Background: an optimization exercise with open tools, aiming at small area. Do not read the settings as production practice.
Where RTL was checked, it was by simulation tests only, not by an equivalence proof against the original.
The RTL of run 3 was laid out without a check of its function.
Power figures rest on the tool's default switching activity, not on a simulated workload.

[design.v]
module tot6502(
	input  clk,
	input  enable,
	input  [7:0]dati,
	output [7:0]dato,
	output [15:0]addr,
	output rw,
	input  rst_n,
	input  irq_n,
	input  nmi_n,
	input  rdy
);
	function [8:0]radd(input [7:0]p, input [7:0]q, input ci);
		integer k;
		reg c;
		begin
			c = ci;
			for(k = 0; k < 8; k = k + 1) begin
				radd[k] = p[k] ^ q[k] ^ c;
				c = (p[k] & q[k]) | (c & (p[k] ^ q[k]));
			end
			radd[8] = c;
		end
	endfunction
	reg [7:0]a, x, y, sp;
	reg [7:0]dl;                            
	reg fn, fv, fd, fi, fz, fc;             
	reg [15:0]pc;
	reg [15:0]ab;                            
	reg [7:0]inst;
	reg [2:0]tctr;
	reg s_oadr, s_wren;
	reg pb;
	reg [1:0]nmi_st;
	reg nmi_p;                               
	reg [1:0]irq_st;
	reg [1:0]brk_k;                          
	wire brk_flag = brk_k == 0;
	wire [1:0]brk_v = brk_flag ? 2'd3 : brk_k;
	reg nmi_n_st;
	wire [2:0]ia = inst[7:5];
	wire [2:0]ib = inst[4:2];
	wire [1:0]ic = inst[1:0];
	wire t0 = tctr == 0;
	wire t1 = tctr == 1;
	wire t2 = tctr == 2;
	wire t3 = tctr == 3;
	wire t4 = tctr == 4;
	wire t5 = tctr == 5;
	wire t6 = tctr == 6;
	wire c0 = ic == 0;
	wire ia45 = ia[2:1] == 2;
	wire zy = ic[1] & ia45;
	wire m_indx = ib == 0 & ic[0];
	wire m_imm  = (ib == 0 & !ic[0] & (ic[1] | ia[2])) | (ib == 2 & ic[0]);
	wire m_zpg  = ib == 1;
	wire m_abs  = ib == 3 & !(c0 & ia == 3);
	wire m_rel  = ib == 4 & c0;
	wire m_indy = ib == 4 & !c0;
	wire m_zpgx = ib == 5 & !zy;
	wire m_zpgy = ib == 5 & zy;
	wire m_absy = (ib == 6 & ic[0]) | (ib == 7 & zy);
	wire m_absx = ib == 7 & !zy;
	wire m_imp2 = (ib == 2 & !ic[0] & (ic[1] | ia[2])) | (ib == 6 & !ic[0]);
	wire m_absxy = m_absx | m_absy;
	wire i_jmp_ind	= inst == 8'h6C;
	wire i_jmp_abs	= inst == 8'h4C;
	wire i_jsr		= inst == 8'h20;
	wire i_rts		= inst == 8'h60;
	wire i_rti		= inst == 8'h40;
	wire i_brk		= inst == 8'h00;
	wire i_php		= inst == 8'h08;
	wire i_pha		= inst == 8'h48;
	wire i_plp		= inst == 8'h28;
	wire i_pla		= inst == 8'h68;
	wire i_push		= i_php | i_pha;
	wire i_pull		= i_plp | i_pla;
	wire i_bra		= m_rel;
	wire i_shy		= inst == 8'h9C;
	wire i_shx		= inst == 8'h9E;
	wire i_sta		= ia == 4 & ic[0];
	wire i_stx		= ia == 4 & ic[1] & ib != 2 & ib != 6;
	wire i_sty		= ia == 4 & c0 & ib[0];
	wire i_bit		= ia == 1 & c0 & (ib == 1 | ib == 3);
	wire i_ldy		= ia == 5 & c0 & (ib[0] | ib == 0);
	wire i_cpxy		= ia[2:1] == 3 & c0 & (ib == 0 | ib == 1 | ib == 3);
	wire i_lda		= ia == 5 & ic[0];
	wire i_ldx		= ia == 5 & ic[1] & ib != 2 & ib != 6;
	wire i_spec		= ib == 2 & ic == 3;               
	wire ldm_act	= ic[1] & (ib[0] | (ic[0] & ib != 2)) & !ia45;
	wire bra_f =
	ia[2:1] == 0 ? fn :
	ia[2:1] == 1 ? fv :
	ia[2:1] == 2 ? fc : fz;
	wire bra = bra_f == ia[0];
	wire exec =
	(m_zpg & t2) |
	((m_abs | m_zpgx | m_zpgy) & t3) |
	(m_absxy & (pb ? t4 : t3)) |
	(m_indx & t5) |
	(m_indy & (pb ? t5 : t4));
	wire op_rdy = exec | (m_imm & t1);
	wire [2:0]ldm_k =
	m_zpg ? 3'd2 :
	m_absxy ? 3'd4 :
	(m_indx | m_indy) ? 3'd5 : 3'd3;
	wire ldm_wre = tctr == ldm_k;
	wire ldm_dle = tctr == ldm_k + 3'd1;
	wire ldm_end = tctr == ldm_k + 3'd2;
	wire [8:0]aadd;
	wire bra_pb = aadd[8] ^ dl[7];
	wire op_end =
	ldm_act				? ldm_end :
	i_bra 				? (t1 & !bra) | (t2 & !bra_pb) | t3 :
	i_sta 				? (m_indy ? t5 : m_absxy ? t4 : op_rdy) :
	i_shy | i_shx		? t4 :
	m_imp2				? t1 :
	i_push | i_jmp_abs	? t2 :
	i_pull				? t3 :
	i_jmp_ind			? t4 :
	i_jsr | i_rti | i_rts	? t5 :
	i_brk					? t6 :
	op_rdy;
	wire nmi_req 		= nmi_p;
	wire irq_req 		= irq_st[1] == 0 & fi == 0;
	wire ie_req  		= nmi_req | irq_req;
	wire i_st = i_sta | i_stx | i_sty;
	wire st_out = (i_st & !i_shx & !i_shy) | i_pha;
	assign dato = st_out ? aa_in : dl;
	assign addr[15:0] = ab;
	wire st_end =
	i_sta				? (m_indy ? t5 : m_absxy ? t4 : op_rdy) :
	i_shy | i_shx		? t4 : op_rdy;
	assign rw 			= !(s_wren | (i_st & !t1 & st_end));
	wire en = enable & (rdy | !rw);
	wire e_t1  = t1;
	wire e_end = op_end;
	wire e_dl = ldm_act & ldm_dle;
	wire o_dey = inst == 8'h88;
	wire o_iny = inst == 8'hC8;
	wire o_inx = inst == 8'hE8;
	wire o_dex = inst == 8'hCA;
	wire o_tya = inst == 8'h98;
	wire o_txa = inst == 8'h8A;
	wire o_tay = inst == 8'hA8;
	wire o_tax = inst == 8'hAA;
	wire o_tsx = ia == 5 & ic[1] & ib == 6;      
	wire o_txs = inst == 8'h9A;
	wire o_sha = ic == 2 & ib == 2 & !ia[2];     
	wire o_flg = ib == 6 & c0;                   
	wire u_sub	= (ia == 7 | ia == 6);            
	wire alu_grp	= ic[0] & !ia45 & !i_spec;   
	wire x_alu	= alu_grp & e_end;
	wire x_spec	= i_spec & t1;                
	wire x_ld	= (i_lda | i_ldx | i_ldy) & op_rdy;
	wire x_cp	= i_cpxy & op_rdy;
	wire x_bit	= i_bit & op_rdy;
	wire x_pla	= i_pla & t3;
	wire [7:0]opnd = ic[1] & ib != 2 ? dl : dati;
	wire s_dl = e_dl;
	wire s_x  = !e_dl & ((i_cpxy & ia[0]) | o_dex | o_inx | o_txa | o_txs | (i_stx & !i_sta));
	wire s_y  = !e_dl & ((i_cpxy & !ia[0]) | o_dey | o_iny | o_tya | i_sty);
	wire s_ax = !e_dl & ((i_spec & ia == 6) | (i_stx & i_sta));
	wire s_sp = !e_dl & o_tsx;
	wire s_a  = !(s_dl | s_x | s_y | s_ax | s_sp);
	wire [7:0]aa_in =
	({8{s_dl}} & dl) | ({8{s_x}} & x) | ({8{s_y}} & y) | ({8{s_sp}} & sp) |
	({8{s_a | s_ax}} & a & ({8{!s_ax}} | x));
	wire use_op = !e_dl & (i_cpxy | i_spec | i_bit | alu_grp);
	wire b_inv = e_dl ? !ia[0] : (i_cpxy | (i_spec & ia[2]) | (alu_grp & u_sub) | o_dey | o_dex);
	wire [7:0]ab_in = ({8{use_op}} & opnd) ^ {8{b_inv}};
	wire ac_in =
	e_dl ? ia[0] :
	(i_cpxy | o_iny | o_inx) |
	(i_spec & ia[2] & (!ia[0] | fc)) |
	(alu_grp & (ia == 6 | fc));
	wire [7:0]h = aa_in ^ ab_in;
	wire [7:0]g = aa_in & ab_in;
	reg [8:0]sum;
	integer k;
	always @* begin
		sum[0] = ac_in;
		for(k = 0; k < 8; k = k + 1)
			sum[k + 1] = g[k] | (h[k] & sum[k]);
		sum[7:0] = h ^ sum[7:0];
	end
	wire [7:0]and_v = g;
	wire [7:0]lg =
	(ia == 0 & !i_spec) ? h | g :
	(ia == 2 & !i_spec & !x_bit) ? h : g;
	wire [7:0]sh_src = e_dl ? dl : i_spec ? and_v : a;
	wire sh_in = ia[0] & fc;
	wire [7:0]shv = ia[1] ? {sh_in, sh_src[7:1]} : {sh_src[6:0], sh_in};
	wire sh_c = ia[1] ? sh_src[0] : sh_src[7];
	wire sel_sh = (e_dl & ia[2:1] != 3) | (e_t1 & o_sha) | (x_spec & (ia == 2 | ia == 3));
	wire sel_lg = x_bit | (x_alu & ia[2:1] == 0) | (x_alu & ia == 2) | (x_spec & ia[2:1] == 0);
	wire sel_di = x_ld | x_pla;
	wire sel_sm = !(sel_di | sel_sh | sel_lg);
	wire [7:0]res =
	({8{sel_di}} & dati) | ({8{sel_sh}} & shv) | ({8{sel_lg}} & lg) | ({8{sel_sm}} & sum[7:0]);
	wire we_a =
	(x_alu & ia != 6) | (x_spec & ia != 4 & ia != 6) | (x_ld & i_lda) | x_pla |
	(e_t1 & (o_tya | o_txa | o_sha));
	wire we_x =
	(x_ld & (i_ldx | inst == 8'hAB)) | (x_spec & ia == 6) |
	(e_t1 & (o_inx | o_dex | o_tax | o_tsx));
	wire we_y = (x_ld & i_ldy) | (e_t1 & (o_iny | o_dey | o_tay));
	wire we_zn =
	x_alu | (x_spec & ia != 4) | x_ld | x_pla | x_cp | x_bit | e_dl |
	(e_t1 & (o_inx | o_dex | o_iny | o_dey | o_tax | o_tay | o_tsx | o_tya | o_txa | o_sha));
	wire tr_a = o_tay | o_tax;
	wire n_res = x_bit ? dati[7] : res[7];
	wire z_res = res == 0;
	wire m_zp1 = m_indx | m_indy | m_zpg | m_zpgx | m_zpgy;
	wire i_stk = i_jsr | i_rts | i_rti | i_brk | i_push | i_pull;
	wire aa_bra = i_bra & t2;
	wire aa_brh = i_bra & t3;
	wire hi_inc = (t3 & m_absxy) | (t4 & m_indy);           
	wire b_idx  = (t1 & m_absxy) | (t2 & (m_indx | m_zpgx | m_zpgy)) | (t3 & m_indy);
	wire b_zero = (t1 & m_zp1) | (t2 & m_indy) | hi_inc;
	wire lo_dec = i_jsr | i_push | (i_brk & !t5);
	wire sa_di = t1 & !i_bra;
	wire sa_dl = t3 & m_indy;
	wire sa_lo = !(aa_bra | aa_brh | sa_di | hi_inc | sa_dl);
	wire [7:0]ad_a =
	({8{aa_bra}} & pc[7:0]) | ({8{aa_brh}} & pc[15:8]) | ({8{sa_di}} & dati) |
	({8{hi_inc}} & ab[15:8]) | ({8{sa_dl}} & dl) | ({8{sa_lo}} & ab[7:0]);
	wire ix = m_indx | m_zpgx | m_absx;
	wire ad_s = aa_brh ? dl[7] : (!aa_bra & !b_idx & !b_zero & lo_dec);
	wire [7:0]ad_b =
	({8{aa_bra}} & dl) | ({8{b_idx & ix}} & x) | ({8{b_idx & !ix}} & y) | {8{ad_s}};
	wire ad_c = i_bra ? (t3 & !dl[7]) : (b_zero ? !(t1 & m_zp1) : (!b_idx & !lo_dec));
	assign aadd = radd(ad_a, ad_b, ad_c);
	wire [8:0]pc_incl = radd(pc[7:0], 8'h00, 1'b1);
	wire [8:0]pc_inch = radd(pc[15:8], 8'h00, pc_incl[8]);
	wire [15:0]pc_inc = {pc_inch[7:0], pc_incl[7:0]};
	wire pc_ld = (i_jmp_ind & t4) | (i_jmp_abs & t2) | (i_jsr & t5) | (i_rts & t4) | (i_rti & t5) | (i_brk & t6);
	wire pc_up = (t0 & !ie_req) | (t1 & !((ib == 0 & c0 & !ia[2] & ia != 1) | ((ib == 2 | ib == 6) & !ic[0]))) |
		(t2 & (m_abs | m_absxy)) | (i_rts & t5) | (i_brk & t1 & brk_flag);
	wire pc_upx = pc_up & !pc_ld;
	wire pc_hl = !(pc_ld | pc_upx | aa_brh);
	wire pc_ll = !(pc_ld | pc_upx | aa_bra);
	wire [15:0]pc_next = {
	({8{pc_ld}} & dati) | ({8{pc_upx}} & pc_inc[15:8]) | ({8{aa_brh}} & aadd[7:0]) | ({8{pc_hl}} & pc[15:8]),
	({8{pc_ld}} & dl) | ({8{pc_upx}} & pc_inc[7:0]) | ({8{aa_bra}} & aadd[7:0]) | ({8{pc_ll}} & pc[7:0])};
	wire oadr_next = !op_end & !(t4 & (i_jsr | i_rts)) &
		(s_oadr | (t1 & (m_zp1 | i_stk)) | (t2 & (m_abs | m_absxy | i_jmp_ind)));
	wire ld_dt = (t4 & m_indx) | (t2 & (m_abs | m_absxy | i_jmp_ind));
	wire ld_ad = (t1 & m_zp1) | (t2 & (m_indx | m_zpgx | m_zpgy)) | (t3 & m_indy) |
		(t3 & (m_indx | i_jmp_ind | i_jsr | i_rts | i_rti | i_brk)) |
		(t2 & (m_indy | i_rts | i_rti | i_brk | i_pull)) | (t4 & i_rti) | (t5 & i_brk);
	wire ld_hi = (hi_inc & pb) | (t3 & (i_shx | i_shy));
	wire [7:0]shxy = (i_shx ? x : y) & aadd[7:0];
	wire o_sp = t1 & i_stk;
	wire o_vec = t4 & i_brk;
	wire o_lh = !(ld_ad | o_sp | ld_dt | o_vec);
	wire [7:0]oaddr_lo =
	({8{ld_ad}} & aadd[7:0]) | ({8{o_sp}} & sp) | ({8{ld_dt}} & dl) |
	({8{o_vec}} & {4'hf, 1'b1, brk_v, 1'b0}) | ({8{o_lh}} & ab[7:0]);
	wire o_hdi = ld_dt | (t3 & m_indy);
	wire o_shxy = t3 & (i_shx | i_shy);
	wire o_hadd = hi_inc & pb & !o_shxy;
	wire o_hh = !((t1 & (m_zp1 | i_stk)) | o_hdi | o_vec | o_shxy | o_hadd);
	wire [7:0]oaddr_hi =
	{7'h00, o_sp} | {8{o_vec}} | ({8{o_hdi}} & dati) | ({8{o_shxy}} & shxy) |
	({8{o_hadd}} & aadd[7:0]) | ({8{o_hh}} & ab[15:8]);
	wire [15:0]oaddr_next = {oaddr_hi, oaddr_lo};
	wire d_ad = t1 & m_absxy;
	wire d_di = (t3 & (m_indx | i_jmp_ind | i_rts)) | (t1 & (m_abs | i_bra | i_jmp_ind)) | (t2 & m_indy) |
		(t4 & i_rti) | (t5 & i_brk) | (ldm_act & ldm_wre);
	wire d_ph = (t2 & i_jsr) | (t1 & i_brk);
	wire d_pl = (t3 & i_jsr) | (t2 & i_brk);
	wire d_st = (t1 & i_php) | (t3 & i_brk);
	wire d_sp = t4 & i_jsr;
	wire dl_we = d_ad | d_di | e_dl | d_ph | d_pl | d_st | o_shxy | d_sp;
	wire [7:0]dl_next =
	({8{d_ad}} & aadd[7:0]) | ({8{d_di}} & dati) | ({8{e_dl}} & res) | ({8{d_ph}} & pc_next[15:8]) |
	({8{d_pl}} & pc_next[7:0]) | ({8{d_st}} & {fn, fv, 1'b1, brk_flag | i_php, fd, fi, fz, fc}) |
	({8{o_shxy}} & shxy) | ({8{d_sp}} & sp);
	wire sp_ad = (t2 & (i_push | i_pull)) | (t3 & i_rts) | (t4 & (i_rti | i_brk | i_jsr));
	wire sp_di = t1 & i_jsr;                     
	wire sp_rs = t1 & o_txs;
	always @(posedge clk)
	if(enable)
	begin
		nmi_n_st <= nmi_n;
	end
	always @(posedge clk)
	if(!rst_n)
	begin
		inst 			<= 8'h00;
		brk_k			<= 2;
		fi				<= 0;
		fn				<= 0;
		fv				<= 0;
		fd				<= 0;
		fz				<= 0;
		fc				<= 0;
		tctr 	   	<= 1;
		nmi_p			<= 0;
		nmi_st		<= 0;
		s_oadr		<= 0;
		s_wren		<= 0;
	end
		else
	if(en)
	begin
		nmi_st[1:0] <= {nmi_st[0], nmi_n_st};
		irq_st[1:0] <= {irq_st[0], irq_n};
		nmi_p <= !(t0 & nmi_p) & (nmi_p | nmi_st[1:0] == 2'b10);
		if(t0)
		begin
			inst		<= ie_req ? 8'h00 : dati;
			brk_k		<= !ie_req ? 2'd0 : nmi_req ? 2'd1 : 2'd3;
		end
		pc <= pc_next;
		s_oadr <= oadr_next;
		ab <= oadr_next ? oaddr_next : pc_next;
		if(sp_ad | sp_di | sp_rs)
			sp <= ({8{sp_ad}} & aadd[7:0]) | ({8{sp_di}} & dati) | ({8{sp_rs}} & res);
		if((ldm_act & ldm_wre) | (t2 & i_jsr) | (t1 & i_push) | (t1 & i_brk & brk_k != 2))
			s_wren <= 1;
		if(t4 & (i_jsr | i_brk))
			s_wren <= 0;
		if((t1 & m_absxy) | (t3 & m_indy))
			pb <= aadd[8];
		if(dl_we)
			dl <= dl_next;
		if(we_a)
			a <= res;
		if(we_x)
			x <= res;
		if(we_y)
			y <= res;
		if(we_zn) begin
			fz <= z_res;
			fn <= n_res;
		end
		if((x_alu & ia[1:0] == 3) | (x_alu & ia[2:1] == 3) | x_cp | (x_spec & (ia == 6 | ia == 7)))
			fc <= sum[8];
		if(e_dl & ia[2:1] != 3 | (e_t1 & o_sha) | (x_spec & ia == 2))
			fc <= sh_c;
		if(x_spec & (ia[2:1] == 0 | ia == 3))
			fc <= and_v[7];
		if((x_alu & (ia == 3 | ia == 7)) | (x_spec & ia == 7))
			fv <= (a[7] ^ sum[7]) & (dati[7] ^ sum[7] ^ ia[2]);
		if(x_spec & ia == 3)
			fv <= and_v[7] ^ and_v[6];
		if(x_bit)
			fv <= dati[6];
		if(e_t1 & o_flg & ia != 4)
		case(ia[2:1])
			0: fc <= ia[0];
			1: fi <= ia[0];
			2: fv <= 0;
			3: fd <= ia[0];
		endcase
		if(t3 & i_brk)
			fi <= 1;
		if((t3 & (i_plp | i_rti)))
			{fn, fv, fd, fi, fz, fc} <= {dati[7:6], dati[3:0]};
		if(op_end)
		begin
			s_oadr <= 0;
			s_wren <= 0;
			tctr <= 0;
		end
			else
		if(tctr != 7)
			tctr <= tctr + 1;
	end
endmodule
[run.sh]
#!/bin/bash
# synth_recipe.tcl (not shown) runs the flow's synth.tcl, then flattens the netlist and writes it again
# the make line also repeats each setting of config.mk as NAME=value (left out here)
make -C /OpenROAD-flow-scripts/flow DESIGN_CONFIG=/design/flow/config.mk WORK_HOME=/design/flow/orfs CLKGATE_MAP_FILE= SYNTH_SCRIPT=/design/flow/synth_recipe.tcl finish
[config.mk]
export PLATFORM = sky130hd
export DESIGN_NAME = tot6502
export DESIGN_NICKNAME = tot6502
export VERILOG_FILES = /design/flow/design.v
export SDC_FILE = /design/flow/constraint.sdc
export NUM_CORES = 4
export LEC_CHECK = 0
export ABC_AREA = 1
export CAP_MARGIN = 0
export CORE_MARGIN = 2
export CORE_UTILIZATION = 60
export SLEW_MARGIN = 0
[constraint.sdc]
create_clock -name core_clock -period 8.5 [get_ports {clk}]
set_input_delay 1.7000 -clock core_clock [delete_from_list [all_inputs] [get_ports {clk}]]
set_output_delay 1.7000 -clock core_clock [all_outputs]
set_load 0.01 [all_outputs]
==> run notes, run 1 <==
- total of cells resized after clock tree synthesis: 0
- hold crit path type: reg -> reg
- I/O pin count: 39
- required time at the endpoint of the critical path: 8770 ps
- area fraction in compound gates after synthesis: 23.2%
- number of violations reported at the end of detailed-routing iteration 0: 1853
- cell with the largest stage delay on the worst path: dfxtp_1
- ranking of synthesized cells by area: edfxtp_1 25%, nand2_1 14%, inv_1 6.5%
- area share of fa/ha/maj cells after synthesis: 8.42%
- source of the worst register-to-register timing path: inst[2]$_SDFFE_PN0P_
- mean area per synthesized cell: 7.15 um2
- wire per inst: 22.8 um
- mean number of vias per cell: 6.75
- proportion of register bits with asynchronous set or reset after synthesis: 0%
- reg2reg path depth: 33
- antenna viol nets, final: 0
- proportion of synthesized chip area in sequential cells: 29.7%
- maximum fanout along the worst path: 9
- Hold Path Stages: 0
- Slowest Stage Delay on Critical Path: 530 ps
- final estimated routing congestion in global placement: 1.07
- Synth Cell Area: 0.00930 mm2
- Reg2Reg Capture Point: fv$_SDFFE_PN0P_
- launching element type of the critical path: register
- CTS clk-pin slew, worst paths: 70 ps
- 1st-pass router iterations: 7
- number of nets in the synthesized netlist: 1368
- clock latency reported for the late side of the worst-skew pair: 350 ps
- count of placed standard cells in the final layout, fillers left out: 1545
- outcome: no timing/DRC/antenna violations
- vias in the first global route: 9556
- Hold Path Sink: irq_st[1]$_DFFE_PP_
- number of cell rows: 45
- Yosys warning total: 1
- post-CTS setup buffers: 0
- Fmax achieved: 0.125 GHz
- DP HPWL: 28.0 mm
- instance count after placement with tap cells included: 1529
- post-synthesis xor/xnor area fraction: 1.32%
- total congestion overflow after global routing: 0
- cell with the most instances on the worst path: nand2_1
- Setup Viol. Count Final: 0
- Worst setup EP type: register
- die width: 129 um
- first-pass GRT wire length: 54.5 mm
- hold path startpoint: irq_st[0]$_DFFE_PP_
- fraction of synthesized area in multiplexers: 0%
- number of antenna violations at the first check in global routing: 0
- clock tree from TritonCTS: built
- Final min period: 8010 ps
- clock buffer count from CTS: 9
- nets: 1419
- Worst slew margin: 26.2%
- number of port buffers: 38
- Max Buffers Root-to-Sink: 2
- number of pins with negative max-slew slack in the final report: 0
- Die Outline Area: 0.0165 mm2
- area share of the leading cell type in the synthesized netlist: 24.5%
- clock sink count: 100
- setup slack of the most critical reg-to-reg path: 490 ps
- Vert. Die Dim: 129 um
- overall fraction of global-route tracks in use: 43.1%
- worst vdd ir: 0.150 mV
- cell accounting for the most synthesized area: edfxtp_1
- synthesis-to-layout area growth: 10.9%
- total negative slack: 0 ps
- final routed wirelength across all metal layers: 35.3 mm
- RSZ-0062 raised after global routing: no
- total vias in the final route: 10400
- number of distinct library cells after synthesis: 63
- count of state elements after synthesis: 100
- worst clock skew: 8.07 ps
- fraction of layout instances using a drive strength above 1: 8.18%
- Leakage: 4.31 nW
- Hold Vio Cnt, Final: 0
- number of flops mapped to enable cells by yosys: 76
- post-route clock period utilization: 94.2%
- pin count of the biggest net entering global routing: 37
- largest family of logic cells by synthesized area: simple AND/OR/NAND/NOR gates
- clock root buffer master: clkbuf_16
- final hold slack: 431 ps
- count of maximum capacitance violations: 0
- measured slew at the worst slew-check pin: 1100 ps
- remaining routing DRC violations: 0
- Power Dens Cells: 128 mW/mm2
- basic-gate share of the synthesized area counting and, or, nand and nor cells: 28.5%
- number of instances in the synthesized netlist: 1301
- Clock H-tree levels: 3
- top flip-flop cell by instance count after synthesis: edfxtp_1
- hold-fix buffers at CTS: 0
- ANT cells: 0
- core area: 0.0152 mm2
- initial standard-cell utilization of the core: 61.2%
- Arr. time, crit path: 8280 ps
- type of the setup path with the least slack: reg -> reg
==> synthesized netlist by cell type (12+ instances only) <==
cell type,n
a211oi_1,29
a21oi_1,64
a221oi_1,13
a22oi_1,13
clkbuf_1,19
dfxtp_1,24
edfxtp_1,76
fa_1,16
ha_1,37
inv_1,161
nand2_1,341
nand3_1,54
nor2_1,129
nor3_1,27
o2111ai_1,29
o211ai_1,14
o21ai_0,52
o221ai_1,17
o22ai_1,35
xnor2_1,12
==> final cells by class <==
cell class	instances	area [um2]
sequential	100	2760
timing repair buffer	74	651
fill	1345	4880
inverter	178	671
clock buffer	9	225
tap	188	235
clock inverter	7	56.3
multi-input combinational	989	5720
==> worst max-delay path by stage <==
stage                         startpoint              end  slack (ps)  depth (start not counted)
floorplan                        dati[0]  sp[7]$_DFFE_PP_        1400                         26
finish              inst[2]$_SDFFE_PN0P_  fv$_SDFFE_PN0P_         490                         33
CTS                 inst[2]$_SDFFE_PN0P_  sp[7]$_DFFE_PP_         740                         28
global route        inst[2]$_SDFFE_PN0P_  fv$_SDFFE_PN0P_         170                         33
global placement                 dati[0]  sp[1]$_DFFE_PP_         520                         27
detailed placement               dati[0]  sp[7]$_DFFE_PP_         420                         27
==> per-layer routing <==
metal  global-route usage [%]  vias up  part of all wire (%)
met5                        0        -                     0
met4                     17.0        0                   4.4
met3                     11.5      123                    15
met2                     63.9      930                    41
met1                     60.3     4747                    39
li1                         -     4636                     -
==> flip-flops by register name (all words and copies together), names as in the netlist <==
register	cells
fn	1
a	8
pc	16
nmi_n_st	1
irq_st	2
x	8
tctr	3
brk_k	2
s_wren	1
ab	16
fc	1
fv	1
nmi_st	2
inst	8
fz	1
fd	1
sp	8
fi	1
y	8
dl	8
s_oadr	1
nmi_p	1
pb	1
==> worst max-delay path, delay by kind of cell (launching register included) <==
family / cells / cell delay, ps
fa+ha+maj: 8 / 3640
buf+inv: 7 / 1180
simple gates: 15 / 2170
compound gates: 3 / 390
flops: 1 / 530
==> layout by cell type, fill, tap and decap left out, drive strengths merged, types with 16 or more instances in the layout <==
cell	netlist	layout
nor3	29	29
ha	37	37
nand2	350	350
inv	172	176
o21ai	62	62
o2111ai	29	29
a211oi	29	29
a21oi	66	66
o22ai	35	35
fa	16	16
nor2	147	147
dfxtp	24	24
buf	15	36
nand3	58	58
clkdlybuf4s50	0	38
o221ai	17	17
edfxtp	76	76
==> power by group <==
| group | switching (mW) | internal, mW | total [mW] |
|---|---|---|---|
| Sequential | 0.0146 | 0.549 | 0.564 |
| Combinational | 0.244 | 0.116 | 0.360 |
| Clock | 0.199 | 0.203 | 0.402 |
==> through the flow <==
step / util (%) / area, um2 / setup WS [ps] / power (mW)
2_1_floorplan: - / 9300 / 1400 / 0.786
3_3_place_gp: 66.0 / 10000 / 519 / 0.911
3_5_place_dp: 66.0 / 10000 / 422 / 0.915
4_1_cts: 67.9 / 10300 / 737 / 1.31
5_1_grt: 67.9 / 10300 / 170 / 1.37
6_report: 67.9 / 10300 / 493 / 1.33
==> logic make-up (layout without fill, tap and decap cells) <==
| logic type | Yosys count | in the layout |
|---|---|---|
| and+or+nand+nor | 605 | 605 |
| DFF | 100 | 100 |
| AOI/OAI and AO/OA | 317 | 317 |
| adders and majority gates | 53 | 53 |
| xor gates and xnor gates | 14 | 14 |
| buffers and inverters | 212 | 268 |
==> inputs of run 2 (changes only) <==
--- a/config.mk
+++ b/config.mk
@@ -6,7 +6,7 @@
 export NUM_CORES = 4
 export LEC_CHECK = 0
 export ABC_AREA = 1
-export CAP_MARGIN = 0
+export CAP_MARGIN = 20
 export CORE_MARGIN = 2
 export CORE_UTILIZATION = 60
-export SLEW_MARGIN = 0
+export SLEW_MARGIN = 20
==> run notes, run 2 <==
- overall fraction of global-route tracks in use: 43.1%
- required time at the endpoint of the critical path: 8770 ps
- initial standard-cell utilization of the core: 61.2%
- Largest regs: ab (16), pc (16)
- core area: 0.0152 mm2
- wire per inst: 22.8 um
- DP HPWL: 28.0 mm
- post-CTS setup buffers: 0
- cell with the largest stage delay on the worst path: dfxtp_1
- Arr. time, crit path: 8280 ps
- Power Dens Cells: 128 mW/mm2
- Yosys warning total: 1
- proportion of register bits with asynchronous set or reset after synthesis: 0%
- clock latency reported for the late side of the worst-skew pair: 350 ps
- die width: 129 um
- outcome: no timing/DRC/antenna violations
- measured slew at the worst slew-check pin: 1100 ps
- count of state elements after synthesis: 100
- total of cells resized after clock tree synthesis: 0
- final routed wirelength across all metal layers: 35.3 mm
- Synth Cell Area: 0.00930 mm2
- CTS clk-pin slew, worst paths: 70 ps
- clock root buffer master: clkbuf_16
- number of port buffers: 38
- maximum fanout along the worst path: 9
- number of violations reported at the end of detailed-routing iteration 0: 1853
- hold-fix buffers at CTS: 0
- Hold Vio Cnt, Final: 0
- cell with the most instances on the worst path: nand2_1
- top flip-flop cell by instance count after synthesis: edfxtp_1
- mean area per synthesized cell: 7.15 um2
- mean number of vias per cell: 6.75
- top cells by count, synth: 341 x nand2_1, 161 x inv_1, 129 x nor2_1, 76 x edfxtp_1, 64 x a21oi_1
- Worst setup EP type: register
- antenna viol nets, final: 0
- worst clock skew: 8.07 ps
- ANT cells: 0
- number of instances in the synthesized netlist: 1301
- cell with the most instances after synthesis: nand2_1
- clock buffer count from CTS: 9
- cell area after placement: 0.0100 mm2
- commonest non-fill, non-tap cells in the layout: 341 x nand2_1, 161 x inv_1, 128 x nor2_1
- total negative slack: 0 ps
- pin count of the biggest net entering global routing: 37
- Clock H-tree levels: 3
- total vias in the final route: 10400
- final instance area: 0.0103 mm2
- worst vdd ir: 0.150 mV
- Setup Viol. Count Final: 0
- type of the setup path with the least slack: reg -> reg
- number of nets in the synthesized netlist: 1368
- Worst slew margin: 26.2%
- nets: 1419
- Vert. Die Dim: 129 um
- first-pass GRT wire length: 54.5 mm
- proportion of synthesized chip area in sequential cells: 29.7%
- launching element type of the critical path: register
- Leakage: 4.31 nW
- Max Buffers Root-to-Sink: 2
- count of maximum capacitance violations: 0
- Final min period: 8010 ps
- 1st-pass router iterations: 7
- area share of the leading cell type in the synthesized netlist: 24.5%
- total congestion overflow after global routing: 0
- post-route clock period utilization: 94.2%
- Slowest Stage Delay on Critical Path: 530 ps
- final estimated routing congestion in global placement: 1.07
- RSZ-0062 raised after global routing: no
- ranking of synthesized cells by area: edfxtp_1 25%, nand2_1 14%, inv_1 6.5%
- synthesis-to-layout area growth: 10.9%
- number of pins with negative max-slew slack in the final report: 0
- number of distinct library cells after synthesis: 63
- clock tree from TritonCTS: built
- Fmax achieved: 0.125 GHz
- fraction of layout instances using a drive strength above 1: 8.18%
- I/O pin count: 39
- clock sink count: 100
- vias in the first global route: 9556
- commonest non-fill, non-tap cell in the layout: nand2_1
- number of flops mapped to enable cells by yosys: 76
- hold crit path type: reg -> reg
- Die Outline Area: 0.0165 mm2
- fillcell total: 1345
- number of cell rows: 45
- cell accounting for the most synthesized area: edfxtp_1
- remaining routing DRC violations: 0
- number of antenna violations at the first check in global routing: 0
[run 2: cell counts in the layout (fill, tap and decap cells not counted)]
No cell type changed its count.
[run 2: area by class of cell]
class / instances / area, um2 / area share [%]
multi-input cells: 989 / 5720 / 55.4
flip-flops and latches: 100 / 2760 / 26.8
inverters: 178 / 671 / 6.50
repair buffers: 74 / 651 / 6.30
well taps: 188 / 235 / 2.28
clock buffers: 9 / 225 / 2.18
clock inverters: 7 / 56.3 / 0.545
[run 2: cell families after synthesis]
kind of cell | after synthesis | share of synthesized area, %
AND/OR/NAND/NOR | 605 | 28.5
AO/OA/AOI/OAI | 317 | 23.2
buffers and inverters | 212 | 8.89
flip-flops | 100 | 29.7
adder cells (fa/ha/maj) | 53 | 8.42
XOR/XNOR | 14 | 1.32
[run 2: stage by stage]
stage	utilization [%]	power, mW	hold WS [ps]	setup WS (ps)	std cells
2_1_floorplan	-	0.786	400	1400	1301
6_report	67.9	1.33	431	493	1545
3_5_place_dp	66.0	0.915	419	422	1529
3_3_place_gp	66.0	0.911	414	519	1529
4_1_cts	67.9	1.31	436	737	1545
5_1_grt	67.9	1.37	442	170	1545
[run 2: power by group]
part,total [mW],internal (mW),switching [mW]
clock network,0.402,0.203,0.199
registers,0.564,0.549,0.0146
logic,0.360,0.116,0.244
total,1.33,0.868,0.457
[run 2: final timing paths]
| check | start | endpoint | slack, ps | cells after the start |
|---|---|---|---|---|
| worst min-delay path | irq_st[0]$_DFFE_PP_ | irq_st[1]$_DFFE_PP_ | 430 | 0 |
| worst max register to register | inst[2]$_SDFFE_PN0P_ | fv$_SDFFE_PN0P_ | 490 | 33 |
| worst min register to register | irq_st[0]$_DFFE_PP_ | irq_st[1]$_DFFE_PP_ | 430 | 0 |
| worst max-delay path | inst[2]$_SDFFE_PN0P_ | fv$_SDFFE_PN0P_ | 490 | 33 |
[run 2: worst max-delay path: cells and delay by family (launching register included)]
| family | cells | cell delay, ps |
|---|---|---|
| flops | 1 | 530 |
| compound gates | 3 | 390 |
| buf+inv | 7 | 1180 |
| simple gates | 15 | 2170 |
| fa+ha+maj | 8 | 3640 |
[run 2: layer usage]
layer | routed length [um] | up-vias | global-route usage [%]
met2 | 14600 | 930 | 63.9
met5 | 0 | - | 0
met1 | 13700 | 4747 | 60.3
met3 | 5450 | 123 | 11.5
li1 | - | 4636 | -
met4 | 1540 | 0 | 17.0
==> inputs of run 3 (changes only) <==
--- a/design.v
+++ b/design.v
@@ -109,18 +109,18 @@
 	wire ldm_end = tctr == ldm_k + 3'd2;
 	wire [8:0]aadd;
 	wire bra_pb = aadd[8] ^ dl[7];
+	wire st_long = ia == 4 & (ic[0] | ib == 7) & (m_indy | m_absxy);
 	wire op_end =
-	ldm_act				? ldm_end :
-	i_bra 				? (t1 & !bra) | (t2 & !bra_pb) | t3 :
-	i_sta 				? (m_indy ? t5 : m_absxy ? t4 : op_rdy) :
-	i_shy | i_shx		? t4 :
-	m_imp2				? t1 :
-	i_push | i_jmp_abs	? t2 :
-	i_pull				? t3 :
-	i_jmp_ind			? t4 :
-	i_jsr | i_rti | i_rts	? t5 :
-	i_brk					? t6 :
-	op_rdy;
+	(ldm_act & ldm_end) |
+	(i_bra & ((t1 & !bra) | (t2 & !bra_pb) | t3)) |
+	(st_long & (m_indy ? t5 : t4)) |
+	(m_imp2 & t1) |
+	((i_push | i_jmp_abs) & t2) |
+	(i_pull & t3) |
+	(i_jmp_ind & t4) |
+	((i_jsr | i_rti | i_rts) & t5) |
+	(i_brk & t6) |
+	(!ldm_act & !st_long & op_rdy);
 	wire nmi_req 		= nmi_p;
 	wire irq_req 		= irq_st[1] == 0 & fi == 0;
 	wire ie_req  		= nmi_req | irq_req;
@@ -128,9 +128,7 @@
 	wire st_out = (i_st & !i_shx & !i_shy) | i_pha;
 	assign dato = st_out ? aa_in : dl;
 	assign addr[15:0] = ab;
-	wire st_end =
-	i_sta				? (m_indy ? t5 : m_absxy ? t4 : op_rdy) :
-	i_shy | i_shx		? t4 : op_rdy;
+	wire st_end = st_long ? (m_indy ? t5 : t4) : op_rdy;
 	assign rw 			= !(s_wren | (i_st & !t1 & st_end));
 	wire en = enable & (rdy | !rw);
 	wire e_t1  = t1;
@@ -156,24 +154,26 @@
 	wire x_cp	= i_cpxy & op_rdy;
 	wire x_bit	= i_bit & op_rdy;
 	wire x_pla	= i_pla & t3;
-	wire [7:0]opnd = ic[1] & ib != 2 ? dl : dati;
+	wire ls = (e_dl & ia[2:1] == 0) | (e_t1 & o_sha & !ia[1]);              
+	wire rs = (e_dl & ia[2:1] == 1) | (e_t1 & o_sha & ia[1]) | (x_spec & ia[2:1] == 1);    
+	wire z_a = x_ld | x_pla;                     
 	wire s_dl = e_dl;
 	wire s_x  = !e_dl & ((i_cpxy & ia[0]) | o_dex | o_inx | o_txa | o_txs | (i_stx & !i_sta));
 	wire s_y  = !e_dl & ((i_cpxy & !ia[0]) | o_dey | o_iny | o_tya | i_sty);
 	wire s_ax = !e_dl & ((i_spec & ia == 6) | (i_stx & i_sta));
-	wire s_sp = !e_dl & o_tsx;
-	wire s_a  = !(s_dl | s_x | s_y | s_ax | s_sp);
+	wire s_sp = !e_dl & o_tsx & !z_a;
+	wire s_a  = !(s_dl | s_x | s_y | s_ax | s_sp | z_a);
 	wire [7:0]aa_in =
 	({8{s_dl}} & dl) | ({8{s_x}} & x) | ({8{s_y}} & y) | ({8{s_sp}} & sp) |
 	({8{s_a | s_ax}} & a & ({8{!s_ax}} | x));
-	wire use_op = !e_dl & (i_cpxy | i_spec | i_bit | alu_grp);
-	wire b_inv = e_dl ? !ia[0] : (i_cpxy | (i_spec & ia[2]) | (alu_grp & u_sub) | o_dey | o_dex);
-	wire [7:0]ab_in = ({8{use_op}} & opnd) ^ {8{b_inv}};
+	wire use_dl = alu_grp & !e_dl & ic[1];
+	wire use_di = !e_dl & (i_cpxy | i_spec | i_bit | z_a | (alu_grp & !ic[1]));
+	wire b_inv = (rs & !i_spec) | (e_dl & ia == 6) | i_cpxy | (i_spec & ia[2:1] == 3) | (alu_grp & u_sub & !e_dl) | o_dey | o_dex;
+	wire [7:0]ab_in = (({8{ls}} & aa_in) | ({8{use_di}} & dati) | ({8{use_dl}} & dl)) ^ {8{b_inv}};
 	wire ac_in =
-	e_dl ? ia[0] :
-	(i_cpxy | o_iny | o_inx) |
-	(i_spec & ia[2] & (!ia[0] | fc)) |
-	(alu_grp & (ia == 6 | fc));
+	(e_dl & ia == 7) | (ls & ia[0] & fc) | i_cpxy | o_iny | o_inx |
+	(i_spec & ia == 6) | (i_spec & ia == 7 & fc) |
+	(alu_grp & !e_dl & (ia == 6 | (ia[1:0] == 3 & fc)));
 	wire [7:0]h = aa_in ^ ab_in;
 	wire [7:0]g = aa_in & ab_in;
 	reg [8:0]sum;
@@ -185,19 +185,14 @@
 		sum[7:0] = h ^ sum[7:0];
 	end
 	wire [7:0]and_v = g;
-	wire [7:0]lg =
-	(ia == 0 & !i_spec) ? h | g :
-	(ia == 2 & !i_spec & !x_bit) ? h : g;
-	wire [7:0]sh_src = e_dl ? dl : i_spec ? and_v : a;
 	wire sh_in = ia[0] & fc;
-	wire [7:0]shv = ia[1] ? {sh_in, sh_src[7:1]} : {sh_src[6:0], sh_in};
-	wire sh_c = ia[1] ? sh_src[0] : sh_src[7];
-	wire sel_sh = (e_dl & ia[2:1] != 3) | (e_t1 & o_sha) | (x_spec & (ia == 2 | ia == 3));
-	wire sel_lg = x_bit | (x_alu & ia[2:1] == 0) | (x_alu & ia == 2) | (x_spec & ia[2:1] == 0);
-	wire sel_di = x_ld | x_pla;
-	wire sel_sm = !(sel_di | sel_sh | sel_lg);
+	wire [7:0]shv = {sh_in, g[7:1]};
+	wire lg_any = x_bit | (x_alu & ia[2:1] == 0) | (x_alu & ia == 2) | (x_spec & ia[2:1] == 0);
+	wire sel_h = lg_any & !x_bit & !i_spec & (ia == 0 | ia == 2);
+	wire sel_g = lg_any & (ia != 2 | x_bit | i_spec);
+	wire sel_sm = !(rs | lg_any);
 	wire [7:0]res =
-	({8{sel_di}} & dati) | ({8{sel_sh}} & shv) | ({8{sel_lg}} & lg) | ({8{sel_sm}} & sum[7:0]);
+	({8{rs}} & shv) | ({8{sel_h}} & h) | ({8{sel_g}} & g) | ({8{sel_sm}} & sum[7:0]);
 	wire we_a =
 	(x_alu & ia != 6) | (x_spec & ia != 4 & ia != 6) | (x_ld & i_lda) | x_pla |
 	(e_t1 & (o_tya | o_txa | o_sha));
@@ -238,11 +233,11 @@
 	wire pc_up = (t0 & !ie_req) | (t1 & !((ib == 0 & c0 & !ia[2] & ia != 1) | ((ib == 2 | ib == 6) & !ic[0]))) |
 		(t2 & (m_abs | m_absxy)) | (i_rts & t5) | (i_brk & t1 & brk_flag);
 	wire pc_upx = pc_up & !pc_ld;
-	wire pc_hl = !(pc_ld | pc_upx | aa_brh);
-	wire pc_ll = !(pc_ld | pc_upx | aa_bra);
-	wire [15:0]pc_next = {
-	({8{pc_ld}} & dati) | ({8{pc_upx}} & pc_inc[15:8]) | ({8{aa_brh}} & aadd[7:0]) | ({8{pc_hl}} & pc[15:8]),
-	({8{pc_ld}} & dl) | ({8{pc_upx}} & pc_inc[7:0]) | ({8{aa_bra}} & aadd[7:0]) | ({8{pc_ll}} & pc[7:0])};
+	wire pc_hw = pc_ld | pc_upx | aa_brh;
+	wire pc_lw = pc_ld | pc_upx | aa_bra;
+	wire [7:0]pc_nvh = ({8{pc_ld}} & dati) | ({8{pc_upx}} & pc_inc[15:8]) | ({8{aa_brh}} & aadd[7:0]);
+	wire [7:0]pc_nvl = ({8{pc_ld}} & dl) | ({8{pc_upx}} & pc_inc[7:0]) | ({8{aa_bra}} & aadd[7:0]);
+	wire [15:0]pc_next = {pc_hw ? pc_nvh : pc[15:8], pc_lw ? pc_nvl : pc[7:0]};
 	wire oadr_next = !op_end & !(t4 & (i_jsr | i_rts)) &
 		(s_oadr | (t1 & (m_zp1 | i_stk)) | (t2 & (m_abs | m_absxy | i_jmp_ind)));
 	wire ld_dt = (t4 & m_indx) | (t2 & (m_abs | m_absxy | i_jmp_ind));
@@ -253,17 +248,17 @@
 	wire [7:0]shxy = (i_shx ? x : y) & aadd[7:0];
 	wire o_sp = t1 & i_stk;
 	wire o_vec = t4 & i_brk;
-	wire o_lh = !(ld_ad | o_sp | ld_dt | o_vec);
+	wire o_lw = ld_ad | o_sp | ld_dt | o_vec;
 	wire [7:0]oaddr_lo =
 	({8{ld_ad}} & aadd[7:0]) | ({8{o_sp}} & sp) | ({8{ld_dt}} & dl) |
-	({8{o_vec}} & {4'hf, 1'b1, brk_v, 1'b0}) | ({8{o_lh}} & ab[7:0]);
+	({8{o_vec}} & {4'hf, 1'b1, brk_v, 1'b0});
 	wire o_hdi = ld_dt | (t3 & m_indy);
 	wire o_shxy = t3 & (i_shx | i_shy);
 	wire o_hadd = hi_inc & pb & !o_shxy;
-	wire o_hh = !((t1 & (m_zp1 | i_stk)) | o_hdi | o_vec | o_shxy | o_hadd);
+	wire o_hw = (t1 & (m_zp1 | i_stk)) | o_hdi | o_vec | o_shxy | o_hadd;
 	wire [7:0]oaddr_hi =
 	{7'h00, o_sp} | {8{o_vec}} | ({8{o_hdi}} & dati) | ({8{o_shxy}} & shxy) |
-	({8{o_hadd}} & aadd[7:0]) | ({8{o_hh}} & ab[15:8]);
+	({8{o_hadd}} & aadd[7:0]);
 	wire [15:0]oaddr_next = {oaddr_hi, oaddr_lo};
 	wire d_ad = t1 & m_absxy;
 	wire d_di = (t3 & (m_indx | i_jmp_ind | i_rts)) | (t1 & (m_abs | i_bra | i_jmp_ind)) | (t2 & m_indy) |
@@ -280,6 +275,19 @@
 	wire sp_ad = (t2 & (i_push | i_pull)) | (t3 & i_rts) | (t4 & (i_rti | i_brk | i_jsr));
 	wire sp_di = t1 & i_jsr;                     
 	wire sp_rs = t1 & o_txs;
+	wire f_pl  = t3 & (i_plp | i_rti);
+	wire f_op  = e_t1 & o_flg & ia != 4;
+	wire c_sum = (x_alu & (ia[1:0] == 3 | ia[2:1] == 3)) | x_cp | (x_spec & ia[2:1] == 3) | ls;
+	wire c_g0  = (e_dl & ia[2:1] == 1) | (e_t1 & o_sha & ia[1]) | (x_spec & ia == 2);
+	wire c_g7  = x_spec & (ia[2:1] == 0 | ia == 3);
+	wire c_op  = f_op & ia[2:1] == 0;
+	wire v_add = (x_alu & ia[1:0] == 3) | (x_spec & ia == 7);
+	wire v_arr = x_spec & ia == 3;
+	wire v_di  = x_bit | f_pl;
+	wire v_clv = f_op & ia[2:1] == 2;
+	wire i_op  = f_op & ia[2:1] == 1;
+	wire i_bk  = t3 & i_brk;
+	wire d_op  = f_op & ia[2:1] == 3;
 	always @(posedge clk)
 	if(enable)
 	begin
@@ -313,9 +321,15 @@
 			inst		<= ie_req ? 8'h00 : dati;
 			brk_k		<= !ie_req ? 2'd0 : nmi_req ? 2'd1 : 2'd3;
 		end
-		pc <= pc_next;
+		if(pc_hw)
+			pc[15:8] <= pc_nvh;
+		if(pc_lw)
+			pc[7:0] <= pc_nvl;
 		s_oadr <= oadr_next;
-		ab <= oadr_next ? oaddr_next : pc_next;
+		if(oadr_next ? o_hw : (pc_hw | s_oadr))
+			ab[15:8] <= oadr_next ? oaddr_hi : pc_next[15:8];
+		if(oadr_next ? o_lw : (pc_lw | s_oadr))
+			ab[7:0] <= oadr_next ? oaddr_lo : pc_next[7:0];
 		if(sp_ad | sp_di | sp_rs)
 			sp <= ({8{sp_ad}} & aadd[7:0]) | ({8{sp_di}} & dati) | ({8{sp_rs}} & res);
 		if((ldm_act & ldm_wre) | (t2 & i_jsr) | (t1 & i_push) | (t1 & i_brk & brk_k != 2))
@@ -336,29 +350,18 @@
 			fz <= z_res;
 			fn <= n_res;
 		end
-		if((x_alu & ia[1:0] == 3) | (x_alu & ia[2:1] == 3) | x_cp | (x_spec & (ia == 6 | ia == 7)))
-			fc <= sum[8];
-		if(e_dl & ia[2:1] != 3 | (e_t1 & o_sha) | (x_spec & ia == 2))
-			fc <= sh_c;
-		if(x_spec & (ia[2:1] == 0 | ia == 3))
-			fc <= and_v[7];
-		if((x_alu & (ia == 3 | ia == 7)) | (x_spec & ia == 7))
-			fv <= (a[7] ^ sum[7]) & (dati[7] ^ sum[7] ^ ia[2]);
-		if(x_spec & ia == 3)
-			fv <= and_v[7] ^ and_v[6];
-		if(x_bit)
-			fv <= dati[6];
-		if(e_t1 & o_flg & ia != 4)
-		case(ia[2:1])
-			0: fc <= ia[0];
-			1: fi <= ia[0];
-			2: fv <= 0;
-			3: fd <= ia[0];
-		endcase
-		if(t3 & i_brk)
-			fi <= 1;
-		if((t3 & (i_plp | i_rti)))
-			{fn, fv, fd, fi, fz, fc} <= {dati[7:6], dati[3:0]};
+		if(c_sum | c_g0 | c_g7 | c_op | f_pl)
+			fc <= (c_sum & sum[8]) | (c_g0 & g[0]) | (c_g7 & g[7]) | (c_op & ia[0]) | (f_pl & dati[0]);
+		if(v_add | v_arr | v_di | v_clv)
+			fv <= (v_add & (a[7] ^ sum[7]) & (dati[7] ^ sum[7] ^ ia[2])) | (v_arr & (g[7] ^ g[6])) | (v_di & dati[6]);
+		if(i_op | i_bk | f_pl)
+			fi <= (i_op & ia[0]) | i_bk | (f_pl & dati[2]);
+		if(d_op | f_pl)
+			fd <= (d_op & ia[0]) | (f_pl & dati[3]);
+		if(f_pl) begin
+			fn <= dati[7];
+			fz <= dati[1];
+		end
 		if(op_end)
 		begin
 			s_oadr <= 0;
==> run notes, run 3 <==
- outcome: no timing/DRC/antenna violations
- initial standard-cell utilization of the core: 60.7%
- hold crit path type: reg -> reg
- mean area per synthesized cell: 7.16 um2
- Power Dens Cells: 129 mW/mm2
- top cells by count, synth: 292 x nand2_1, 159 x inv_1, 127 x nor2_1, 76 x edfxtp_1, 71 x a21oi_1
- remaining routing DRC violations: 0
- clock buffer count from CTS: 9
- Hold Vio Cnt, Final: 0
- Setup Viol. Count Final: 0
- Clock H-tree levels: 3
- RSZ-0062 raised after global routing: no
- Worst setup EP type: register
- family of cells with the greatest summed delay on the critical path: adder cells
- fraction of layout instances using a drive strength above 1: 11.7%
- ranking of synthesized cells by area: edfxtp_1 25%, nand2_1 12%, inv_1 6.5%
- wire per inst: 23.6 um
- clock tree from TritonCTS: built
- Final Core Density: 67.5%
- final instance area: 0.0101 mm2
- synthesis-to-layout area growth: 11.3%
- first-pass GRT wire length: 54.6 mm
- worst vdd ir: 0.122 mV
- final estimated routing congestion in global placement: 1.03
- core area: 0.0150 mm2
- number of violations reported at the end of detailed-routing iteration 0: 1994
- required time at the endpoint of the critical path: 8610 ps
- clock latency reported for the late side of the worst-skew pair: 370 ps
- number of port buffers: 38
- Largest regs: ab (16), pc (16)
- vias in the first global route: 9497
- worst-case setup margin in the final layout: 459 ps
- post-route clock period utilization: 94.6%
- Vert. Die Dim: 127 um
- count of state elements after synthesis: 100
- fillcell total: 1308
- number of flops mapped to enable cells by yosys: 76
- number of antenna violations at the first check in global routing: 0
- cell area after placement: 0.00983 mm2
- area share of the leading cell type in the synthesized netlist: 25.0%
- count of placed standard cells in the final layout, fillers left out: 1522
- count of maximum capacitance violations: 0
- DP HPWL: 28.0 mm
- cell with the most instances on the worst path: fa_1
- nets: 1388
- final routed wirelength across all metal layers: 35.9 mm
- Yosys warning total: 1
- Final min period: 8040 ps
- Crit path buffers/inverters: 6
- total vias in the final route: 10300
- pin count of the biggest net entering global routing: 24
- ANT cells: 0
- Leakage: 4.27 nW
- I/O pin count: 39
- commonest non-fill, non-tap cell in the layout: nand2_1
- mean number of vias per cell: 6.80
- CTS clk-pin slew, worst paths: 80 ps
- clock root buffer master: clkbuf_16
- worst setup slack before clock tree synthesis: 152 ps
- measured slew at the worst slew-check pin: 1140 ps
- Synth Cell Area: 0.00912 mm2
- clock sink count: 100
- 1st-pass router iterations: 7
- cell with the most instances after synthesis: nand2_1
- commonest non-fill, non-tap cells in the layout: 292 x nand2_1, 159 x inv_1, 125 x nor2_1
- antenna viol nets, final: 0
- Die Outline Area: 0.0162 mm2
- Worst slew margin: 23.7%
- launching element type of the critical path: register
- number of instances in the synthesized netlist: 1273
- total negative slack: 0 ps
- Final Total Pwr: 1.31 mW
- die width: 127 um
- maximum fanout along the worst path: 16
- proportion of register bits with asynchronous set or reset after synthesis: 0%
- cell with the largest stage delay on the worst path: fa_1
- Max Buffers Root-to-Sink: 2
- type of the setup path with the least slack: reg -> reg
- Arr. time, crit path: 8150 ps
- area occupied by multi-input gates: 0.00548 mm2
- total congestion overflow after global routing: 0
- register area: 0.00278 mm2
- top flip-flop cell by instance count after synthesis: edfxtp_1
- Slowest Stage Delay on Critical Path: 600 ps
- Fmax achieved: 0.124 GHz
- cell accounting for the most synthesized area: edfxtp_1
- final hold slack: 435 ps
- number of nets in the synthesized netlist: 1332
- worst clock skew: 5.64 ps
- instance count after placement with tap cells included: 1506
- overall fraction of global-route tracks in use: 44.3%
- number of distinct library cells after synthesis: 59
- number of pins with negative max-slew slack in the final report: 0
- number of cell rows: 45
- proportion of synthesized chip area in sequential cells: 30.3%
[run 3: cell types whose count changed after synthesis, sizes merged, moves of 8 or more]
cell / previous run / this run
nand2: 350 / 309
o21ai: 62 / 86
a211oi: 29 / 8
inv: 172 / 189
nand4: 8 / 25
nand3: 58 / 71
clkbuf: 19 / 9
o22ai: 35 / 25
xor2: 2 / 12
a22oi: 13 / 21
ha: 37 / 29
xnor2: 12 / 4
[run 3: final cells by class]
cell class / instances / share of cell area (%)
Tap cell: 188 / 2.32
Inverter: 194 / 7.33
Timing Repair Buffer: 71 / 6.19
Clock inverter: 7 / 0.543
Clock buffer: 9 / 2.22
Multi-Input combinational cell: 953 / 54.1
Sequential cell: 100 / 27.4
[run 3: routing by layer]
metal	vias up	share of wire (%)	global-route usage, %
met5	-	0	0
met4	0	4.7	19.3
met3	161	16	13.0
met2	983	42	65.7
met1	4680	37	60.4
li1	4524	-	-
[run 3: path summary, 6_finish.rpt]
check | startpoint | endpoint | slack, ps | depth (start not counted)
max reg2reg | inst[0]$_SDFFE_PN0P_ | dl[7]$_DFFE_PP_ | 460 | 35
max | inst[0]$_SDFFE_PN0P_ | dl[7]$_DFFE_PP_ | 460 | 35
min | irq_st[0]$_DFFE_PP_ | irq_st[1]$_DFFE_PP_ | 430 | 0
min reg2reg | irq_st[0]$_DFFE_PP_ | irq_st[1]$_DFFE_PP_ | 430 | 0
[run 3: repair_timing]
item                                    CTS  global route
resized for setup                         0            11
setup buffers                             0             0
hold buffers                              0             0
endpoints found under the setup margin    0            24
[run 3: logic make-up (layout without fill, tap and decap cells)]
| family | count (synthesis) | count (layout) | share of synthesized area [%] |
|---|---|---|---|
| adder cells (fa/ha/maj) | 45 | 45 | 7.49 |
| buffers and inverters | 220 | 281 | 9.82 |
| AND/OR/NAND/NOR | 592 | 592 | 29.5 |
| XOR/XNOR | 16 | 16 | 1.54 |
| flip-flops | 100 | 100 | 30.3 |
| AO/OA/AOI/OAI | 300 | 300 | 21.4 |
[run 3: power breakdown]
| part | total [mW] | internal (mW) | switching (mW) |
|---|---|---|---|
| combinational | 0.336 | 0.104 | 0.232 |
| sequential | 0.560 | 0.546 | 0.0135 |
| clock | 0.413 | 0.203 | 0.210 |
==> inputs of run 4 (changes only) <==
--- a/design.v
+++ b/design.v
@@ -29,7 +29,6 @@
 	reg [15:0]ab;                            
 	reg [7:0]inst;
 	reg [2:0]tctr;
-	reg s_oadr, s_wren;
 	reg pb;
 	reg [1:0]nmi_st;
 	reg nmi_p;                               
@@ -129,6 +128,12 @@
 	assign dato = st_out ? aa_in : dl;
 	assign addr[15:0] = ab;
 	wire st_end = st_long ? (m_indy ? t5 : t4) : op_rdy;
+	wire t2p = tctr >= 2;
+	wire t3p = tctr >= 3;
+	wire s_oadr = (t2p & (m_indx | m_indy | m_zpg | m_zpgx | m_zpgy | i_rti | i_brk | i_push | i_pull |
+		((i_jsr | i_rts) & !t5))) | (t3p & (m_abs | m_absxy | i_jmp_ind));
+	wire s_wren = (ldm_act & (ldm_dle | ldm_end)) | (i_jsr & (t3 | t4)) | (i_push & t2) |
+		(i_brk & (t2 | t3 | t4) & brk_k != 2);
 	assign rw 			= !(s_wren | (i_st & !t1 & st_end));
 	wire en = enable & (rdy | !rw);
 	wire e_t1  = t1;
@@ -298,7 +303,6 @@
 	begin
 		inst 			<= 8'h00;
 		brk_k			<= 2;
-		fi				<= 0;
 		fn				<= 0;
 		fv				<= 0;
 		fd				<= 0;
@@ -307,8 +311,6 @@
 		tctr 	   	<= 1;
 		nmi_p			<= 0;
 		nmi_st		<= 0;
-		s_oadr		<= 0;
-		s_wren		<= 0;
 	end
 		else
 	if(en)
@@ -325,17 +327,12 @@
 			pc[15:8] <= pc_nvh;
 		if(pc_lw)
 			pc[7:0] <= pc_nvl;
-		s_oadr <= oadr_next;
 		if(oadr_next ? o_hw : (pc_hw | s_oadr))
 			ab[15:8] <= oadr_next ? oaddr_hi : pc_next[15:8];
 		if(oadr_next ? o_lw : (pc_lw | s_oadr))
 			ab[7:0] <= oadr_next ? oaddr_lo : pc_next[7:0];
 		if(sp_ad | sp_di | sp_rs)
 			sp <= ({8{sp_ad}} & aadd[7:0]) | ({8{sp_di}} & dati) | ({8{sp_rs}} & res);
-		if((ldm_act & ldm_wre) | (t2 & i_jsr) | (t1 & i_push) | (t1 & i_brk & brk_k != 2))
-			s_wren <= 1;
-		if(t4 & (i_jsr | i_brk))
-			s_wren <= 0;
 		if((t1 & m_absxy) | (t3 & m_indy))
 			pb <= aadd[8];
 		if(dl_we)
@@ -364,8 +361,6 @@
 		end
 		if(op_end)
 		begin
-			s_oadr <= 0;
-			s_wren <= 0;
 			tctr <= 0;
 		end
 			else
==> run notes, run 4 <==
- remaining routing DRC violations: 0
- Yosys warning total: 1
- post-route clock period utilization: 93.8%
- Clock H-tree levels: 3
- endpoint of the most critical setup path: ab[13]$_DFFE_PP_
- fraction of layout instances using a drive strength above 1: 10.8%
- Die Outline Area: 0.0160 mm2
- type of the setup path with the least slack: reg -> reg
- total vias in the final route: 10200
- Reg power frac: 40.5%
- number of flops mapped to enable cells by yosys: 77
- Final min period: 7980 ps
- synthesis-to-layout area growth: 12.6%
- Net Switching: 0.505 mW
- count of placed standard cells in the final layout, fillers left out: 1529
- proportion of register bits with asynchronous set or reset after synthesis: 0%
- number of violations reported at the end of detailed-routing iteration 0: 1841
- part of the total power dissipated in the clock network: 31.0%
- mean number of vias per cell: 6.69
- number of instances in the synthesized netlist: 1271
- Crit path buffers/inverters: 8
- family of cells with the greatest summed delay on the critical path: adder cells
- Worst Setup SP: tctr[1]$_SDFFE_PN0P_
- top cells by count, synth: 310 x nand2_1, 169 x inv_1, 140 x nor2_1, 77 x edfxtp_1, 75 x a21oi_1
- source of the worst register-to-register timing path: tctr[1]$_SDFFE_PN0P_
- Slowest Stage Delay on Critical Path: 510 ps
- total negative slack: 0 ps
- commonest non-fill, non-tap cells in the layout: 310 x nand2_1, 169 x inv_1, 138 x nor2_1
- clock root buffer master: clkbuf_16
- nets: 1399
- cell with the largest stage delay on the worst path: fa_1
- overall fraction of global-route tracks in use: 44.5%
- final estimated routing congestion in global placement: 1.07
- logic depth of the worst setup path including buffers: 28
- Worst setup EP type: register
- Synth Cell Area: 0.00898 mm2
- Vert. Die Dim: 126 um
- DP HPWL: 28.2 mm
- pin count of the biggest net entering global routing: 22
- clock sink count: 98
- RSZ-0062 raised after global routing: no
- commonest non-fill, non-tap cell in the layout: nand2_1
- Reg2Reg Capture Point: ab[13]$_DFFE_PP_
- worst-case setup margin in the final layout: 524 ps
- Largest regs: ab (16), pc (16)
- number of nets in the synthesized netlist: 1330
- Leakage: 4.38 nW
- reg2reg path depth: 28
- Final Total Pwr: 1.38 mW
- cell accounting for the most synthesized area: edfxtp_1
- count of maximum capacitance violations: 0
- I/O pin count: 39
- Worst slew margin: 30.3%
- Max Buffers Root-to-Sink: 2
- worst setup slack before clock tree synthesis: 327 ps
- initial standard-cell utilization of the core: 61.5%
- number of port buffers: 38
- top flip-flop cell by instance count after synthesis: edfxtp_1
- 1st-pass router iterations: 6
- wire per inst: 23.5 um
- total congestion overflow after global routing: 0
- launching element type of the critical path: register
- clock buffer count from CTS: 9
- ranking of synthesized cells by area: edfxtp_1 26%, nand2_1 13%, inv_1 7.1%
- CTS clk-pin slew, worst paths: 70 ps
- Fmax achieved: 0.125 GHz
- clock tree from TritonCTS: built
- instance count after placement with tap cells included: 1513
- Arr. time, crit path: 8060 ps
- Hold Vio Cnt, Final: 0
- count of state elements after synthesis: 98
- number of cell rows: 44
- required time at the endpoint of the critical path: 8580 ps
- core area: 0.0146 mm2
- setup slack of the most critical reg-to-reg path: 520 ps
- worst vdd ir: 0.110 mV
- first-pass GRT wire length: 54.4 mm
- die width: 126 um
- hold-fix buffers at CTS: 0
- proportion of synthesized chip area in sequential cells: 30.4%
- clock latency reported for the late side of the worst-skew pair: 370 ps
- hold crit path type: reg -> reg
- net switching share of the total power: 36.7%
- fillcell total: 1288
- worst clock skew: 11.4 ps
- measured slew at the worst slew-check pin: 1040 ps
- final instance area: 0.0101 mm2
- combinational share of power: 28.5%
- area share of the leading cell type in the synthesized netlist: 25.8%
- Setup Viol. Count Final: 0
- number of pins with negative max-slew slack in the final report: 0
- outcome: no timing/DRC/antenna violations
- cell with the most instances on the worst path: fa_1
- final routed wirelength across all metal layers: 35.9 mm
- number of antenna violations at the first check in global routing: 0
- maximum fanout along the worst path: 7
- ANT cells: 0
- number of distinct library cells after synthesis: 58
- cell with the most instances after synthesis: nand2_1
- cell area after placement: 0.00981 mm2
- vias in the first global route: 9406
- cell internal power dissipation: 0.870 mW
- Power Dens Cells: 136 mW/mm2
- antenna viol nets, final: 0
- mean area per synthesized cell: 7.06 um2
==> run 4: power groups by stage <==
stage | logic (mW) | clock network, mW | registers [mW]
6_report | 0.392 | 0.426 | 0.557
5_1_grt | 0.410 | 0.440 | 0.558
4_1_cts | 0.368 | 0.422 | 0.556
3_5_place_dp | 0.365 | 0 | 0.567
3_3_place_gp | 0.364 | 0 | 0.566
2_1_floorplan | 0.228 | 0 | 0.563
==> run 4: cell families after synthesis <==
group,synth area share (%)
AND/OR/NAND/NOR,30.1
adder cells (fa/ha/maj),7.61
flip-flops,30.4
buffers and inverters,9.81
AO/OA/AOI/OAI,20.9
XOR/XNOR,1.17
==> run 4: timing repair <==
item,CTS,global route
setup endpoints to repair,0,18
setup buffers,0,0
endpoints found under the hold margin,0,0
gates resized for setup,0,2
==> run 4: through the flow <==
| step | utilization, % | hold WS [ps] |
|---|---|---|
| after detailed placement | 67.2 | 427 |
| after CTS | 69.2 | 444 |
| after global placement | 67.2 | 418 |
| after floorplan | - | 400 |
| final | 69.3 | 440 |
| after global routing | 69.3 | 450 |
==> run 4: final cells by class <==
class                           instances  area, um2  share of cell area (%)
Tap cell                              184        230                    2.28
Clock inverter                          7       70.1                   0.693
Timing Repair Buffer                   87        748                    7.40
Inverter                              194        728                    7.21
Clock buffer                            9        225                    2.23
Multi-Input combinational cell        950       5370                    53.1
Sequential cell                        98       2730                    27.1
==> run 4: how the worst min path moves through the flow <==
stage	to	cells past startpoint	slack, ps	start
after floorplan	irq_st[1]$_DFFE_PP_	0	400	irq_st[0]$_DFFE_PP_
final	irq_st[1]$_DFFE_PP_	0	440	irq_st[0]$_DFFE_PP_
after global placement	irq_st[1]$_DFFE_PP_	0	420	irq_st[0]$_DFFE_PP_
after global routing	irq_st[1]$_DFFE_PP_	0	450	irq_st[0]$_DFFE_PP_
after detailed placement	irq_st[1]$_DFFE_PP_	0	430	irq_st[0]$_DFFE_PP_
after CTS	irq_st[1]$_DFFE_PP_	0	440	irq_st[0]$_DFFE_PP_
==> run 4: metal layers <==
layer	track usage (%)	vias to the layer above	routed length, um
met3	15.4	193	5720
met5	0	-	0
met4	20.4	0	2080
met1	60.6	4589	13400
li1	-	4520	-
met2	64.1	934	14700

-- port drivers added, routing unchanged --
The flow's constraints put no driver on any port. The routed layouts listed below were extracted and timed again, unchanged, in two steps.
Step 1: set_driving_cell puts a clkbuf_16 on clk and a buf_2 on each other input, an assumption about the parent block.
Step 2 times the ports against the registers' clock, not the clock port: input delays grow and output delays shrink by t, the midpoint of the rising clock arrivals with the driver on.
a / b / c = ideal ports / drivers / drivers and shift; a / b = the first two.
| run | t, ns | slack for setup (ns) | hold WS [ns] | latest minus earliest clock arrival (ns) | pins driven straight from the clock port |
|---|---|---|---|---|---|
| run 1 | 0.393 | 0.493 / 0.493 / 0.352 | 0.431 / 0.431 / 0.431 | 0.008 / 0.009 | 1 |
| run 2 | 0.393 | 0.493 / 0.493 / 0.352 | 0.431 / 0.431 / 0.431 | 0.008 / 0.009 | 1 |
| run 3 | 0.413 | 0.459 / 0.459 / 0.252 | 0.435 / 0.435 / 0.435 | 0.006 / 0.006 | 1 |
| run 4 | 0.413 | 0.524 / 0.524 / 0.226 | 0.440 / 0.440 / 0.440 | 0.012 / 0.011 | 1 |
After both steps setup and hold are still met in every run listed. The setup slack of run 4, which loses most, moves by 0.000 ns with the drivers and by -0.298 ns with both steps.
